Background: an optimization exercise with open tools, aiming at a short achievable clock period and few clock cycles. Do not read the settings as production practice.
In this exercise RTL edits were held to simulation tests only and were not proved equivalent to the original.
Power is estimated from default activity; no workload was simulated.

[flow/run.sh]
#!/bin/bash
# synth_recipe.tcl (not shown) runs the flow's synth.tcl, then flattens the netlist and writes it again
# the make line also repeats each setting of config.mk as NAME=value (left out here)
make -C /OpenROAD-flow-scripts/flow DESIGN_CONFIG=/design/flow/config.mk WORK_HOME=/design/flow/orfs CLKGATE_MAP_FILE= SYNTH_SCRIPT=/design/flow/synth_recipe.tcl finish
[flow/config.mk]
export PLATFORM = sky130hd
export DESIGN_NAME = Datapath
export DESIGN_NICKNAME = Datapath
export VERILOG_FILES = /design/flow/design.v
export SDC_FILE = /design/flow/constraint.sdc
export NUM_CORES = 4
export LEC_CHECK = 0
export CAP_MARGIN = 20
export CORE_MARGIN = 2
export CORE_UTILIZATION = 40
export PLACE_DENSITY = 0.6
export SLEW_MARGIN = 20
[flow/constraint.sdc]
create_clock -name core_clock -period 8.0 [get_ports {clk}]
set_input_delay 1.6000 -clock core_clock [delete_from_list [all_inputs] [get_ports {clk}]]
set_output_delay 1.6000 -clock core_clock [all_outputs]
set_load 0.01 [all_outputs]
[flow/design.v]
module ALU (Control,Src1,Src2,Result,Zero);
	input[2:0] Control;
	input[31:0] Src1, Src2;
	output[31:0] Result;
		reg[31:0] Result;
	output Zero;
		wire Zero;
	assign Zero = ~|Result;
	always @(Control or Src1 or Src2)
	begin
		case(Control)
		3'b000:	Result = 32'd0;
		3'b010:	Result = Src1 + Src2;
		3'b011:	Result = Src1 - Src2;
		3'b100:	Result = Src1 & Src2;
		3'b101:		Result = Src1 | Src2;
		3'b110:	Result = Src1 < Src2;
		default:		Result = 32'd0;
		endcase
	end
endmodule
module ALUControl (ALU_Op,Function,Control);
	input[2:0] ALU_Op;
	input[5:0] Function;
	output[2:0] Control;
		reg[2:0] Control;
	always @(ALU_Op or Function)
	begin
		if(ALU_Op == 3'b001)
		begin
			case(Function)
			6'b100000:		Control = 3'b010;
			6'b100010:		Control = 3'b011;
			6'b100100:		Control = 3'b100;
			6'b100101:		Control = 3'b101;
			6'b101010:		Control = 3'b110;
			default: Control = 3'b000;
			endcase
		end
		else
			Control = ALU_Op;
	end
endmodule
module ControlUnit (Op,WriteReg,MemToReg,Branch,ReadMem,WriteMem,DstReg,ALUSrc,ALU_Op);
	input[5:0] Op;
	output WriteReg, MemToReg;
	output Branch, ReadMem, WriteMem;
	output DstReg, ALUSrc;
	output[2:0] ALU_Op;
		reg WriteReg, MemToReg;
		reg Branch, ReadMem, WriteMem;
		reg DstReg, ALUSrc;
		reg[2:0] ALU_Op;
	always @(Op)
	begin
		case(Op)
		6'b000000:	{WriteReg,MemToReg,Branch,ReadMem,WriteMem,DstReg,ALUSrc,ALU_Op} = {7'b1000010,3'b001};
		6'b000100:			{WriteReg,MemToReg,Branch,ReadMem,WriteMem,DstReg,ALUSrc,ALU_Op} = {7'b0010010,3'b011};
		6'b001000:		{WriteReg,MemToReg,Branch,ReadMem,WriteMem,DstReg,ALUSrc,ALU_Op} = {7'b1000001,3'b010};
		6'b100011:			{WriteReg,MemToReg,Branch,ReadMem,WriteMem,DstReg,ALUSrc,ALU_Op} = {7'b1101001,3'b010};
		6'b101011:			{WriteReg,MemToReg,Branch,ReadMem,WriteMem,DstReg,ALUSrc,ALU_Op} = {7'b0000101,3'b010};
		default: 	{WriteReg,MemToReg,Branch,ReadMem,WriteMem,DstReg,ALUSrc,ALU_Op} = {7'b0000000,3'b000};
		endcase
	end
endmodule
module EX_Ctrl (clk,rst,En,Clr,WriteReg_i,MemToReg_i,Branch_i,ReadMem_i,WriteMem_i,WriteReg,MemToReg,Branch,ReadMem,WriteMem);
	input clk, rst;
	input En, Clr;
	input WriteReg_i, MemToReg_i;
	input Branch_i, ReadMem_i, WriteMem_i;
	output WriteReg, MemToReg;
	output Branch, ReadMem, WriteMem;
		reg WriteReg, MemToReg;
		reg Branch, ReadMem, WriteMem;
	always @(posedge clk or negedge rst)
	begin
		if(!rst)
		begin
			{WriteReg,MemToReg} <= 2'b00;
			{Branch,ReadMem,WriteMem} <= 3'b00;
		end
		else
		begin
			if(Clr)
			begin
				{WriteReg,MemToReg} <= 2'b00;
				{Branch,ReadMem,WriteMem} <= 3'b00;
			end
			else if(En)
			begin
				{WriteReg,MemToReg} <= {WriteReg_i,MemToReg_i};
				{Branch,ReadMem,WriteMem} <= {Branch_i,ReadMem_i,WriteMem_i};
			end
		end
	end
endmodule
module EX_Register (clk,rst,En,Clr,JumpAddr_i,Result_i,Zero_i,rData2_i,wAddr_i,JumpAddr,Result,Zero,rData2,wAddr);
	input clk, rst;
	input En, Clr;
	input[31:0] JumpAddr_i,Result_i;
	input Zero_i;
	input[31:0] rData2_i;
	input[4:0] wAddr_i;
	output[31:0] JumpAddr,Result;
	output Zero;
	output[31:0] rData2;
	output[4:0] wAddr;
		reg[31:0] JumpAddr,Result;
		reg Zero;
		reg[31:0] rData2;
		reg[4:0] wAddr;
	always @(posedge clk or negedge rst)
	begin
		if(!rst)
			{JumpAddr,Result,Zero,rData2,wAddr} <= {32'd0,32'd0,1'b0,32'd0,5'd0};
		else
			if(Clr)
				{JumpAddr,Result,Zero,rData2,wAddr} <= {32'd0,32'd0,1'b0,32'd0,5'd0};
			else if(En)
				{JumpAddr,Result,Zero,rData2,wAddr} <= {JumpAddr_i,Result_i,Zero_i,rData2_i,wAddr_i};
	end
endmodule
module EX_Stage (clk,rst,En,Clr,RefAddr,rData1,rData2_i,Offset,RtAddr,RdAddr,DstReg,ALUSrc,ALU_Op,JumpAddr,Result,Zero,rData2,wAddr);
	input clk, rst;
	input En, Clr;
	input[31:0] RefAddr;
	input[31:0] rData1, rData2_i;
	input[31:0] Offset;
	input[4:0] RtAddr, RdAddr;
	input DstReg, ALUSrc;
	input[2:0] ALU_Op;
	output[31:0] JumpAddr;
	output[31:0] Result;
	output Zero;
	output[31:0] rData2;
	output[4:0] wAddr;
		wire[31:0] JumpAddr;
		wire[31:0] Result;
		wire Zero;
		wire[31:0] rData2;
		wire[4:0] wAddr;
	wire[31:0] Src2;
	wire[2:0] Control;
	wire[31:0] JumpAddr_a;
	wire[31:0] Result_a;
	wire Zero_a;
	wire[4:0] wAddr_a;
	JumpAddressAdder JumpAddressAdder (
		.RefAddr(RefAddr),
		.Offset(Offset[29:0]),
		.JumpAddr(JumpAddr_a)
	);
	Mux32_2to1 SrcMux (
		.Sel(ALUSrc),
		.In0(rData2_i),
		.In1(Offset),
		.Out(Src2)
	);
	ALU ALU (
		.Control(Control),
		.Src1(rData1),
		.Src2(Src2),
		.Result(Result_a),
		.Zero(Zero_a)
	);
	ALUControl ALUControl (
		.ALU_Op(ALU_Op),
		.Function(Offset[5:0]),
		.Control(Control)
	);
	Mux5_1to2 Mux5_1to2 (
		.Sel(DstReg),
		.In0(RtAddr),
		.In1(RdAddr),
		.Out(wAddr_a)
	);
	EX_Register EX_Register (
		.clk(clk),
		.rst(rst),
		.En(En),
		.Clr(Clr),
		.JumpAddr_i(JumpAddr_a),
		.Result_i(Result_a),
		.Zero_i(Zero_a),
		.rData2_i(rData2_i),
		.wAddr_i(wAddr_a),
		.JumpAddr(JumpAddr),
		.Result(Result),
		.Zero(Zero),
		.rData2(rData2),
		.wAddr(wAddr)
	);
endmodule
module ForwardingUnit (ID_RsAddr,ID_RtAddr,EX_wAddr,MEM_wAddr,EX_WriteReg,MEM_WriteReg,Fwd1,Fwd2);
	input[4:0] ID_RsAddr, ID_RtAddr;
	input[4:0] EX_wAddr, MEM_wAddr;
	input EX_WriteReg, MEM_WriteReg;
	output[1:0] Fwd1, Fwd2;
		reg[1:0] Fwd1, Fwd2;
	always @(ID_RsAddr or EX_wAddr or MEM_wAddr or EX_WriteReg or MEM_WriteReg)
	begin
		if(EX_WriteReg & (|EX_wAddr) & (EX_wAddr==ID_RsAddr))
			Fwd1 = 2'b01;
		else if(MEM_WriteReg & (|MEM_wAddr) & (MEM_wAddr==ID_RsAddr))
			Fwd1 = 2'b10;
		else
			Fwd1 = 2'b00;
	end
	always @(ID_RtAddr or EX_wAddr or MEM_wAddr or EX_WriteReg or MEM_WriteReg)
	begin
		if(EX_WriteReg & (|EX_wAddr) & (EX_wAddr==ID_RtAddr))
			Fwd2 = 2'b01;
		else if(MEM_WriteReg & (|MEM_wAddr) & (MEM_wAddr==ID_RtAddr))
			Fwd2 = 2'b10;
		else
			Fwd2 = 2'b00;
	end
endmodule
module HazardControlUnit (Enable,LoadStall,SetBranch,nStall,Flush);
	input Enable, LoadStall, SetBranch;
	output[3:0] nStall, Flush;
		reg[3:0] nStall, Flush;
	always @(Enable or LoadStall or SetBranch)
	begin
		if(!Enable)
			{nStall,Flush} = {4'b0000,4'b0000};
		else if(LoadStall)
			{nStall,Flush} = {4'b0011,4'b0010};
		else if(SetBranch)
			{nStall,Flush} = {4'b1111,4'b0110};
		else
			{nStall,Flush} = {4'b1111,4'b0000};
	end
endmodule
module ID_Ctrl (clk,rst,En,Clr,WriteReg_i,MemToReg_i,Branch_i,ReadMem_i,WriteMem_i,DstReg_i,ALUSrc_i,ALU_Op_i,WriteReg,MemToReg,Branch,ReadMem,WriteMem,DstReg,ALUSrc,ALU_Op);
	input clk, rst;
	input En, Clr;
	input WriteReg_i, MemToReg_i;
	input Branch_i, ReadMem_i, WriteMem_i;
	input DstReg_i, ALUSrc_i;
	input[2:0] ALU_Op_i;
	output WriteReg, MemToReg;
	output Branch, ReadMem, WriteMem;
	output DstReg, ALUSrc;
	output[2:0] ALU_Op;
		reg WriteReg, MemToReg;
		reg Branch, ReadMem, WriteMem;
		reg DstReg, ALUSrc;
		reg[2:0] ALU_Op;
	always @(posedge clk or negedge rst)
	begin
		if(!rst)
		begin
			{WriteReg,MemToReg} <= 2'b00;
			{Branch,ReadMem,WriteMem} <= 3'b00;
			{DstReg,ALUSrc,ALU_Op} <= {2'b00,3'b000};
		end
		else
		begin
			if(Clr)
			begin
				{WriteReg,MemToReg} <= 2'b00;
				{Branch,ReadMem,WriteMem} <= 3'b00;
				{DstReg,ALUSrc,ALU_Op} <= {2'b00,3'b000};
			end
			else if(En)
			begin
				{WriteReg,MemToReg} <= {WriteReg_i,MemToReg_i};
				{Branch,ReadMem,WriteMem} <= {Branch_i,ReadMem_i,WriteMem_i};
				{DstReg,ALUSrc,ALU_Op} <= {DstReg_i,ALUSrc_i,ALU_Op_i};
			end
		end
	end
endmodule
module ID_Register (clk,rst,En,Clr,Upd,fData1,fData2,RefAddr_i,rData1_i,rData2_i,Offset_i,RsAddr_i,RtAddr_i,RdAddr_i,RefAddr,rData1,rData2,Offset,RsAddr,RtAddr,RdAddr);
	input clk, rst;
	input En,Clr;
	input Upd;
	input[31:0] fData1, fData2;
	input[31:0] RefAddr_i;
	input[31:0] rData1_i, rData2_i;
	input[31:0] Offset_i;
	input[4:0] RsAddr_i, RtAddr_i, RdAddr_i;
	output[31:0] RefAddr;
	output[31:0] rData1, rData2;
	output[31:0] Offset;
	output[4:0] RsAddr, RtAddr, RdAddr;
		reg[31:0] RefAddr;
		reg[31:0] rData1, rData2;
		reg[31:0] Offset;
		reg[4:0] RsAddr, RtAddr, RdAddr;
	always @(posedge clk or negedge rst)
	begin
		if(!rst)
			{RefAddr,rData1,rData2,Offset,RsAddr,RtAddr,RdAddr} <= {32'd0,32'd0,32'd0,32'd0,5'd0,5'd0,5'd0};
		else
			if(Clr)
				{RefAddr,rData1,rData2,Offset,RsAddr,RtAddr,RdAddr} <= {32'd0,32'd0,32'd0,32'd0,5'd0,5'd0,5'd0};
			else if(En)
				{RefAddr,rData1,rData2,Offset,RsAddr,RtAddr,RdAddr} <= {RefAddr_i,rData1_i,rData2_i,Offset_i,RsAddr_i,RtAddr_i,RdAddr_i};
			else if(Upd)
				{rData1,rData2} <= {fData1,fData2};
	end
endmodule
module ID_Stage (clk,rst,En,Clr,Upd,fData1,fData2,RefAddr_i,Instr,WriteReg,wAddr,wData,RefAddr,rData1,rData2,Offset,RsAddr,RtAddr,RdAddr);
	input clk, rst;
	input En, Clr;
	input Upd;
	input[31:0] fData1, fData2;
	input[31:0] RefAddr_i;
	input[25:0] Instr;
	input WriteReg;
	input[4:0] wAddr;
	input[31:0] wData;
	output[31:0] RefAddr;
	output[31:0] rData1, rData2;
	output[31:0] Offset;
	output[4:0] RsAddr, RtAddr, RdAddr;
		wire[31:0] RefAddr;
		wire[31:0] rData1, rData2;
		wire[31:0] Offset;
		wire[4:0] RsAddr, RtAddr, RdAddr;
	wire[31:0] rData1_a, rData2_a;
	wire[31:0] Offset_a;
	RegisterFile RegisterFile (
		.clk(clk),
		.rst(rst),
		.WriteReg(WriteReg),
		.rAddr1(Instr[25:21]),
		.rAddr2(Instr[20:16]),
		.wAddr(wAddr),
		.wData(wData),
		.rData1(rData1_a),
		.rData2(rData2_a)
	);
	SignExtension SignExtension (
		.In(Instr[15:0]),
		.Out(Offset_a)
	);
	ID_Register ID_Register (
		.clk(clk),
		.rst(rst),
		.En(En),
		.Clr(Clr),
		.Upd(Upd),
		.fData1(fData1),
		.fData2(fData2),
		.RefAddr_i(RefAddr_i),
		.rData1_i(rData1_a),
		.rData2_i(rData2_a),
		.Offset_i(Offset_a),
		.RsAddr_i(Instr[25:21]),
		.RtAddr_i(Instr[20:16]),
		.RdAddr_i(Instr[15:11]),
		.RefAddr(RefAddr),
		.rData1(rData1),
		.rData2(rData2),
		.Offset(Offset),
		.RsAddr(RsAddr),
		.RtAddr(RtAddr),
		.RdAddr(RdAddr)
	);
endmodule
module IF_Register (clk,rst,En,Clr,RefAddr_i,Instr_i,RefAddr,Instr);
	input clk, rst;
	input En, Clr;
	input[31:0] RefAddr_i, Instr_i;
	output[31:0] RefAddr, Instr;
		reg[31:0] RefAddr, Instr;
	always @(posedge clk or negedge rst)
	begin
		if(!rst)
			{RefAddr,Instr} <= {32'd0,32'd0};
		else
			if(Clr)
				{RefAddr,Instr} <= {32'd0,32'd0};
			else if(En)
				{RefAddr,Instr} <= {RefAddr_i,Instr_i};
	end
endmodule
module IF_Stage (clk,rst,En,Clr,PCSrc,JumpAddr,Instr_i,iAddr,RefAddr,Instr);
	input clk, rst;
	input En, Clr;
	input PCSrc;
	input[31:0] JumpAddr, Instr_i;
	output[31:0] iAddr;
	output[31:0] RefAddr, Instr;
		wire[31:0] iAddr;
		wire[31:0] RefAddr, Instr;
	wire[31:0] PC, RefAddr_a;
	PC_Register PC_Register (
		.clk(clk),
		.rst(rst),
		.En(En),
		.Clr(Clr),
		.PC_i(RefAddr_a),
		.PC(PC)
	);
	Mux32_2to1 AddressMux (
		.Sel(PCSrc),
		.In0(PC),
		.In1(JumpAddr),
		.Out(iAddr)
	);
	PCAddressAdder PCAddressAdder (
		.In(iAddr),
		.Out(RefAddr_a)
	);
	IF_Register IF_Register (
		.clk(clk),
		.rst(rst),
		.En(En),
		.Clr(Clr),
		.RefAddr_i(RefAddr_a),
		.Instr_i(Instr_i),
		.RefAddr(RefAddr),
		.Instr(Instr)
	);
endmodule
module JumpAddressAdder (RefAddr,Offset,JumpAddr);
	input[31:0] RefAddr;
	input[29:0] Offset;
	output[31:0] JumpAddr;
		wire[31:0] JumpAddr;
	assign JumpAddr = RefAddr + {Offset,2'b00};
endmodule
module MEM_Ctrl (clk,rst,En,Clr,WriteReg_i,MemToReg_i,WriteReg,MemToReg);
	input clk, rst;
	input En, Clr;
	input WriteReg_i, MemToReg_i;
	output WriteReg, MemToReg;
		reg WriteReg, MemToReg;
	always @(posedge clk or negedge rst)
	begin
		if(!rst)
			{WriteReg,MemToReg} <= 2'b00;
		else
			if(Clr)
				{WriteReg,MemToReg} <= 2'b00;
			else if(En)
				{WriteReg,MemToReg} <= {WriteReg_i,MemToReg_i};
	end
endmodule
module MEM_Register (clk,rst,En,Clr,rData_i,Result_i,wAddr_i,rData,Result,wAddr);
	input clk, rst;
	input En, Clr;
	input[31:0] rData_i, Result_i;
	input[4:0] wAddr_i;
	output[31:0] rData, Result;
	output[4:0] wAddr;
		reg[31:0] rData, Result;
		reg[4:0] wAddr;
	always @(posedge clk or negedge rst)
	begin
		if(!rst)
			{rData,Result,wAddr} <= {32'd0,32'd0,5'd0};
		else
			if(Clr)
				{rData,Result,wAddr} <= {32'd0,32'd0,5'd0};
			else if(En)
				{rData,Result,wAddr} <= {rData_i,Result_i,wAddr_i};
	end
endmodule
module MEM_Stage (clk,rst,En,Clr,rData_i,Result_i,wAddr_i,rData,Result,wAddr);
	input clk, rst;
	input En, Clr;
	input[31:0] rData_i, Result_i;
	input[4:0] wAddr_i;
	output[31:0] rData, Result;
	output[4:0] wAddr;
		wire[31:0] rData;
		wire[31:0] Result;
		wire[4:0] wAddr;
	MEM_Register MEM_Register (
		.clk(clk),
		.rst(rst),
		.En(En),
		.Clr(Clr),
		.rData_i(rData_i),
		.Result_i(Result_i),
		.wAddr_i(wAddr_i),
		.rData(rData),
		.Result(Result),
		.wAddr(wAddr)
	);
endmodule
module Mux32_2to1 (Sel,In0,In1,Out);
	input Sel;
	input[31:0] In0, In1;
	output[31:0] Out;
		reg[31:0] Out;
	always @(Sel or In0 or In1)
	begin
		if(Sel)
			Out = In1;
		else
			Out = In0;
	end
endmodule
module Mux32_3to1 (Sel,In0,In1,In2,Out);
	input[1:0] Sel;
	input[31:0] In0, In1, In2;
	output[31:0] Out;
		reg[31:0] Out;
	always @(Sel or In0 or In1 or In2)
	begin
		case(Sel)
		2'b00: Out = In0;
		2'b01: Out = In1;
		2'b10: Out = In2;
		default: Out = In0;
		endcase
	end
endmodule
module Mux5_1to2 (Sel,In0,In1,Out);
	input Sel;
	input[4:0] In0, In1;
	output[4:0] Out;
		wire[4:0] Out;
	assign Out = (Sel)?(In1):(In0);
endmodule
module PCAddressAdder (In,Out);
	input[31:0] In;
	output[31:0] Out;
		wire[31:0] Out;
	assign Out = In + 32'd4;
endmodule
module PC_Register (clk,rst,En,Clr,PC_i,PC);
	input clk, rst;
	input En, Clr;
	input[31:0] PC_i;
	output[31:0] PC;
		reg[31:0] PC;
	always @(posedge clk or negedge rst)
	begin
		if(!rst)
			PC <= 32'd0;
		else
			if(Clr)
				PC <= 32'd0;
			else if(En)
				PC <= PC_i;
	end
endmodule
module RegisterFile (clk,rst,WriteReg,rAddr1,rAddr2,wAddr,wData,rData1,rData2);
	input clk, rst;
	input WriteReg;
	input[4:0] rAddr1, rAddr2, wAddr;
	input[31:0] wData;
	output[31:0] rData1, rData2;
		wire[31:0] rData1, rData2;
	integer i;
	reg[31:0] Register[1:31];
	assign rData1 = (rAddr1==5'd0)?(32'd0):(Register[rAddr1]);
	assign rData2 = (rAddr2==5'd0)?(32'd0):(Register[rAddr2]);
	always @(negedge clk or negedge rst)
	begin
		if(!rst)
			for(i=1; i<32; i=i+1)
				Register[i] <= 32'd0;
		else
			if(WriteReg & (|wAddr))
				Register[wAddr] <= wData;
	end
endmodule
module SignExtension (In,Out);
	input[15:0] In;
	output[31:0] Out;
		wire[31:0] Out;
	assign Out = {{16{In[15]}},In};
endmodule
module StallDetection (ID_RsAddr,ID_RtAddr,ID_ALUSrc,ID_WriteMem,EX_wAddr,EX_ReadMem,LoadStall);
	input[4:0] ID_RsAddr, ID_RtAddr;
	input ID_ALUSrc, ID_WriteMem;
	input[4:0] EX_wAddr;
	input EX_ReadMem;
	output LoadStall;
		wire LoadStall;
	assign LoadStall = EX_ReadMem & ((ID_RsAddr==EX_wAddr) | ((~ID_ALUSrc|ID_WriteMem)&(ID_RtAddr==EX_wAddr)));
endmodule
module Datapath (clk,rst,Enable,Instr,rData,dWriteMem,dReadMem,iAddr,dAddr,wData);
	input clk, rst;
	input Enable;
	input[31:0] Instr, rData;
	output dWriteMem, dReadMem;
	output[31:0] iAddr, dAddr, wData;
		wire dWriteMem, dReadMem;
		wire[31:0] iAddr, dAddr, wData;
	wire[31:0] IF_RefAddr, IF_Instr;
	wire[31:0] ID_RefAddr, ID_rData1, ID_rData2, ID_Offset;
	wire[4:0] ID_RsAddr, ID_RtAddr, ID_RdAddr;
	wire[31:0] EX_JumpAddr, EX_Result;
	wire Zero;
	wire[31:0] EX_rData2;
	wire[4:0] EX_wAddr;
	wire[31:0] MEM_rData, MEM_Result;
	wire[4:0] MEM_wAddr;
	wire[31:0] MEM_wData;
	wire[1:0] Fwd1, Fwd2;
	wire[31:0] FWD_rData1, FWD_rData2;
	wire SetBranch;
	wire LoadStall;
	wire[3:0] nStall, Flush;
	wire WriteReg, MemToReg;
	wire Branch, ReadMem, WriteMem;
	wire DstReg, ALUSrc;
	wire[2:0] ALU_Op;
	wire ID_WriteReg, ID_MemToReg;
	wire ID_Branch, ID_ReadMem, ID_WriteMem;
	wire ID_DstReg, ID_ALUSrc;
	wire[2:0] ID_ALU_Op;
	wire EX_WriteReg, EX_MemToReg;
	wire EX_Branch, EX_ReadMem, EX_WriteMem;
	wire MEM_WriteReg, MEM_MemToReg;
	IF_Stage IF_Stage (
		.clk(clk),
		.rst(rst),
		.En(nStall[3]),
		.Clr(Flush[3]),
		.PCSrc(SetBranch),
		.JumpAddr(EX_JumpAddr),
		.Instr_i(Instr),
		.iAddr(iAddr),
		.RefAddr(IF_RefAddr),
		.Instr(IF_Instr)
	);
	ID_Stage ID_Stage (
		.clk(clk),
		.rst(rst),
		.En(nStall[2]),
		.Clr(Flush[2]),
		.Upd(Enable & LoadStall),
		.fData1(FWD_rData1),
		.fData2(FWD_rData2),
		.RefAddr_i(IF_RefAddr),
		.Instr(IF_Instr[25:0]),
		.WriteReg(MEM_WriteReg),
		.wAddr(MEM_wAddr),
		.wData(MEM_wData),
		.RefAddr(ID_RefAddr),
		.rData1(ID_rData1),
		.rData2(ID_rData2),
		.Offset(ID_Offset),
		.RsAddr(ID_RsAddr),
		.RtAddr(ID_RtAddr),
		.RdAddr(ID_RdAddr)
	);
	EX_Stage EX_Stage (
		.clk(clk),
		.rst(rst),
		.En(nStall[1]),
		.Clr(Flush[1]),
		.RefAddr(ID_RefAddr),
		.rData1(FWD_rData1),
		.rData2_i(FWD_rData2),
		.Offset(ID_Offset),
		.RtAddr(ID_RtAddr),
		.RdAddr(ID_RdAddr),
		.DstReg(ID_DstReg),
		.ALUSrc(ID_ALUSrc),
		.ALU_Op(ID_ALU_Op),
		.JumpAddr(EX_JumpAddr),
		.Result(EX_Result),
		.Zero(Zero),
		.rData2(EX_rData2),
		.wAddr(EX_wAddr)
	);
	assign dAddr = EX_Result;
	assign wData = EX_rData2;
	MEM_Stage MEM_Stage (
		.clk(clk),
		.rst(rst),
		.En(nStall[0]),
		.Clr(Flush[0]),
		.rData_i(rData),
		.Result_i(EX_Result),
		.wAddr_i(EX_wAddr),
		.rData(MEM_rData),
		.Result(MEM_Result),
		.wAddr(MEM_wAddr)
	);
	Mux32_2to1 Mux32_2to1 (
		.Sel(MEM_MemToReg),
		.In0(MEM_Result),
		.In1(MEM_rData),
		.Out(MEM_wData)
	);
	Mux32_3to1 FwdMux1 (
		.Sel(Fwd1),
		.In0(ID_rData1),
		.In1(EX_Result),
		.In2(MEM_wData),
		.Out(FWD_rData1)
	);
	 Mux32_3to1 FwdMux2 (
		.Sel(Fwd2),
		.In0(ID_rData2),
		.In1(EX_Result),
		.In2(MEM_wData),
		.Out(FWD_rData2)
	);
	ForwardingUnit ForwardingUnit (
		.ID_RsAddr(ID_RsAddr),
		.ID_RtAddr(ID_RtAddr),
		.EX_wAddr(EX_wAddr),
		.MEM_wAddr(MEM_wAddr),
		.EX_WriteReg(EX_WriteReg),
		.MEM_WriteReg(MEM_WriteReg),
		.Fwd1(Fwd1),
		.Fwd2(Fwd2)
	);
	assign SetBranch = EX_Branch & Zero;
	StallDetection StallDetection (
		.ID_RsAddr(ID_RsAddr),
		.ID_RtAddr(ID_RtAddr),
		.ID_ALUSrc(ID_ALUSrc),
		.ID_WriteMem(ID_WriteMem),
		.EX_wAddr(EX_wAddr),
		.EX_ReadMem(EX_ReadMem),
		.LoadStall(LoadStall)
	);
	HazardControlUnit HazardControlUnit (
		.Enable(Enable),
		.LoadStall(LoadStall),
		.SetBranch(SetBranch),
		.nStall(nStall),
		.Flush(Flush)
	);
	ControlUnit ControlUnit (
		.Op(IF_Instr[31:26]),
		.WriteReg(WriteReg),
		.MemToReg(MemToReg),
		.Branch(Branch),
		.ReadMem(ReadMem),
		.WriteMem(WriteMem),
		.DstReg(DstReg),
		.ALUSrc(ALUSrc),
		.ALU_Op(ALU_Op)
	);
	ID_Ctrl ID_Ctrl (
		.clk(clk),
		.rst(rst),
		.En(nStall[2]),
		.Clr(Flush[2]),
		.WriteReg_i(WriteReg),
		.MemToReg_i(MemToReg),
		.Branch_i(Branch),
		.ReadMem_i(ReadMem),
		.WriteMem_i(WriteMem),
		.DstReg_i(DstReg),
		.ALUSrc_i(ALUSrc),
		.ALU_Op_i(ALU_Op),
		.WriteReg(ID_WriteReg),
		.MemToReg(ID_MemToReg),
		.Branch(ID_Branch),
		.ReadMem(ID_ReadMem),
		.WriteMem(ID_WriteMem),
		.DstReg(ID_DstReg),
		.ALUSrc(ID_ALUSrc),
		.ALU_Op(ID_ALU_Op)
	);
	EX_Ctrl EX_Ctrl (
		.clk(clk),
		.rst(rst),
		.En(nStall[1]),
		.Clr(Flush[1]),
		.WriteReg_i(ID_WriteReg),
		.MemToReg_i(ID_MemToReg),
		.Branch_i(ID_Branch),
		.ReadMem_i(ID_ReadMem),
		.WriteMem_i(ID_WriteMem),
		.WriteReg(EX_WriteReg),
		.MemToReg(EX_MemToReg),
		.Branch(EX_Branch),
		.ReadMem(EX_ReadMem),
		.WriteMem(EX_WriteMem)
	);
	assign dReadMem = EX_ReadMem;
	assign dWriteMem = EX_WriteMem;
	MEM_Ctrl MEM_Ctrl (
		.clk(clk),
		.rst(rst),
		.En(nStall[0]),
		.Clr(Flush[0]),
		.WriteReg_i(EX_WriteReg),
		.MemToReg_i(EX_MemToReg),
		.WriteReg(MEM_WriteReg),
		.MemToReg(MEM_MemToReg)
	);
endmodule
==> metrics list <==
- 165 I/O pins were placed.
- From bottom edge to top edge, the die measures 421.6 um.
- CP endpoint kind: register
- Summed over all nets, the half-perimeter wirelength after detailed placement is 198800 um.
* Area of the multi-input gates: 0.03364 sq mm
- Including well taps, the total number of placed cells is 9741.
- Setup violations remaining at the end of the flow were counted as 0.
- Highest cell delay on the worst timing path: 0.63 ns
- Entering global routing, the biggest net connects 191 pins.
* Tightest Pin Transition: 1.344 ns
* Cell-internal power: 13830 uW
- The via count of the first global-routing pass is 63920.
* Floorplan Core Area: 0.1736 sq mm
- Sum Neg Setup Slack: 0 ns
- Final count of pins violating max slew: 0
- Number of storage elements in the synthesis netlist: 1362
- Area Overhead vs Synth: 15.05%
* Number of buffers inserted to repair setup after CTS: 0
- The share of the Yosys chip area taken by registers is 0.4885.
- Vias/cell: 6.720
- The first global-routing pass estimated 472500 um of wire.
* Worst hold stages: 2
- Hold path startpoint: ID_Stage.RegisterFile.Register[1][23]$_DFFE_NN0P_
- When the netlist entered floorplanning its net count stood at 7880.
* Total routing resource utilization after global routing: 0.3632
* Buffer and inverter count on the worst path: 1
* R2R depth: 20
- Number of different library cells in the post-synthesis netlist: 86
- Most flops, register: ID_Stage.RegisterFile.Register
- The cell count after synthesis came out at 7682.
- Cell-by-cell listing of the critical path: or2_2 > o41ai_1 > nor4_2 > buf_4 > o21ai_0 > o21ai_0 > mux2_2 > ha_1 > fa_1 > o21bai_1 > nand3_1 > a211oi_2 > o31ai_4 > a2111oi_0 > or3_1 > a21oi_1 > a2111oi_0 > nand4_1 > nor4_2 > a32o_1
* Worst clock skew: 0.1123 ns
* Start-to-end type of the worst setup path: register to register
- The flow ran to the end and the layout has no timing, DRC or antenna violations.
- Cell Pwr Density: 266.6 mW/mm^2
* Mean instance size in the synthesized netlist: 9.082 sq um
- Primary FF master, synth: dfrtn_1
* Detailed router's first-iteration violation count: 10480
* Synth warn: 17
- Number of nets with antenna violations after detailed routing: 0
* TritonCTS clock tree: done
- The register with the most flip-flops in the layout has 992 of them.
- Number of enable-type register cells in the synthesized netlist: 0
- The clock passes through at most 3 buffers.
* Rows: 153
* Worst-path cell with the longest stage delay: o41ai_1
* Post-DR wirelength/cell: 33.17 um
* Data arrival, critical path: 7.88 ns
- Of the total power, the clock network draws 0.340.
* F_max: 140.7 MHz
* Worst slack at placement: 0.9716 ns
- Fraction of power consumed by sequential logic: 0.425
* Setup slack after layout: 0.8923 ns
- Antenna violations before repair: 13
- The worst register-to-register path begins at MEM_Stage.MEM_Register.wAddr[3]$_DFFE_PN0P_.
- Post-CTS repair changed the size of 0 cells.
- In this run, CTS created clock tree buffers numbering 150.
- PnR Total Power: 21400 uW
- Setup repair after global routing left no endpoint under its margin.
* First-pass iteration count of the detailed router: 11
* Storage cell area: 0.03409 sq mm
- Final Wtd Congestion: 0.9721
- Type of element launching the critical path: register
* Cell Area, Synth: 0.06977 sq mm
* Sinks on Clock Net: 1362
- In this run, post-CTS hold repair placed 0 buffers.
- Tightest hold margin: 0.4547 ns
* Clock tree root driver cell: clkbuf_16
* H-tree lvl count: 4
* DRC violations left: 0
- Worst VDD drop: 240.4 uV
* Filler cell count in the final layout: 16390
* Cell Count, Final, Fillers Out: 10030
- Start point of the critical path: MEM_Stage.MEM_Register.wAddr[3]$_DFFE_PN0P_
- Path length in cells of the critical path: 20
- At the later pin of the worst-skew pair, clock insertion delay measures 0.83 ns.
- In the final layout, the share of cells above drive strength 1 is 0.09961.
* Logic gate share of total power: 0.235
- Die extent in x: 421.6 um
- The kind of cell with the highest combined delay along the critical path is compound AO/OA/AOI/OAI gates.
- For the worst setup path, the data required time is 8.77 ns.
* Total number of nets in the final design: 7773
- In this run the static leakage power is 0.03442 uW.
- The die covers 0.1778 sq mm.
- Async SR Flop Fraction: 1.000
* Aggregate routed wire length: 332600 um
- Final-report hold violation count: 0
- In this run the tool buffered the top-level ports with 164 buffer cells.
- The initial utilization of the core area, before any placement, comes to 0.4018.
- The worst pin sits at a relative slew slack of 0.1022.
* Commonest non-fill, non-tap cells in the layout: dfrtn_1, a21oi_1, nand2_1, nor2_1, o21ai_0
* Clock transition at the registers of the reported paths: 0.07 ns
- Register-to-register setup slack: 0.89 ns
- The tool flagged a number of max-cap violations equal to 0.
* Net switching share of the total power: 0.3538
* Total number of vias: 67380
- Power spent charging and discharging nets: 7572 uW
- Fin crit period: 7.108 ns
* Maximum fanout along the worst path: 31
- Overflow left after global routing: 0
* Ratio of final minimum period to clock period: 0.8885
- The library cell used most frequently in the layout, excluding fill and tap cells, is dfrtn_1.
- The min-delay analysis places its worst path in the category register to register.
[area by class of cell]
class,count,area share
diodes,12,0.0003741
clock buffers,224,0.05582
clock inverters,43,0.007326
inverters,123,0.005814
multi-input cells,5514,0.4191
flip-flops and latches,1362,0.4247
well taps,2325,0.03624
repair buffers,424,0.05060
[worst reg2reg max path: cells and delay by family, from the launching register on]
family / cells / cell delay, ns
buffers and inverters: 1 / 0.27
multiplexers: 1 / 0.39
AND/OR/NAND/NOR: 6 / 1.78
flip-flops: 1 / 0.53
AO/OA/AOI/OAI: 10 / 3.40
adder cells (fa/ha/maj): 2 / 0.72
[worst paths after layout]
path	end
setup / recovery	EX_Stage.EX_Register.Zero$_DFFE_PN0P_
hold / removal	ID_Stage.RegisterFile.Register[1][23]$_DFFE_NN0P_
setup reg to reg	EX_Stage.EX_Register.Zero$_DFFE_PN0P_
hold reg to reg	ID_Stage.RegisterFile.Register[1][23]$_DFFE_NN0P_
max in group asynchronous	ID_Stage.RegisterFile.Register[15][23]$_DFFE_NN0P_
min in group asynchronous	ID_Stage.ID_Register.rData1[8]$_DFFE_PN0P_
[synthesized netlist by cell type, drive strengths merged, types with 8 or more instances]
cell	instances	area (sq um)
a2111oi	9	80.08
a211oi	56	425.4
a21boi	13	97.59
a21o	28	210.2
a21oi	929	4661
a221o	12	120.1
a221oi	256	2261
a222oi	66	660.6
a22o	319	2794
a22oi	345	2590
a31oi	11	68.82
and2	9	56.30
and3	9	56.30
buf	62	302.8
clkbuf	621	2331
dfrtn	992	24820
dfrtp	370	9259
ha	128	1602
inv	123	461.7
mux2	86	968.4
mux2i	42	420.4
nand2	868	3258
nand2b	21	131.4
nand3	157	785.8
nand4	144	900.9
nor2	857	3217
nor2b	14	87.58
nor3	127	635.6
nor3b	10	96.34
nor4	21	150.2
o211ai	15	112.6
o21a	36	270.3
o21ai	585	2932
o21bai	15	112.6
o221ai	10	87.58
o22ai	13	81.33
o2bb2ai	98	858.3
o311ai	8	70.07
o31ai	18	148.9
or2	8	50.05
xnor2	59	516.8
xor2	18	157.7
[layer usage]
| layer | share of wire | vias up | global-route usage |
|---|---|---|---|
| met3 | 0.14 | 1567 | 0.1464 |
| met5 | 0.00047 | - | 0.001882 |
| li1 | - | 28000 | - |
| met1 | 0.38 | 32650 | 0.4698 |
| met2 | 0.41 | 5151 | 0.5131 |
| met4 | 0.072 | 18 | 0.2041 |
[power groups by stage]
stage	combinational [uW]	sequential (uW)	clock (uW)
2_1_floorplan	2930	8730	0
3_3_place_gp	4730	9150	0
3_5_place_dp	4800	9160	0
4_1_cts	4820	9060	7290
5_1_grt	5370	9200	7590
6_report	5030	9100	7270
[through the flow]
step,area (sq um),utilization
final,80270,0.4623
after global routing,80240,0.4621
after CTS,80050,0.4611
after detailed placement,74990,0.4319
after global placement,74990,0.4319
after floorplan,69770,-
[kinds of logic after synthesis]
kind of cell	synth area share
compound gates	0.2749
simple gates	0.1388
flops	0.4885
buf+inv	0.04437
fa+ha+maj	0.02382
mux	0.01991
xor+xnor	0.009666
Testbench counts, summed over its fixed seeds: cycles 14,326.
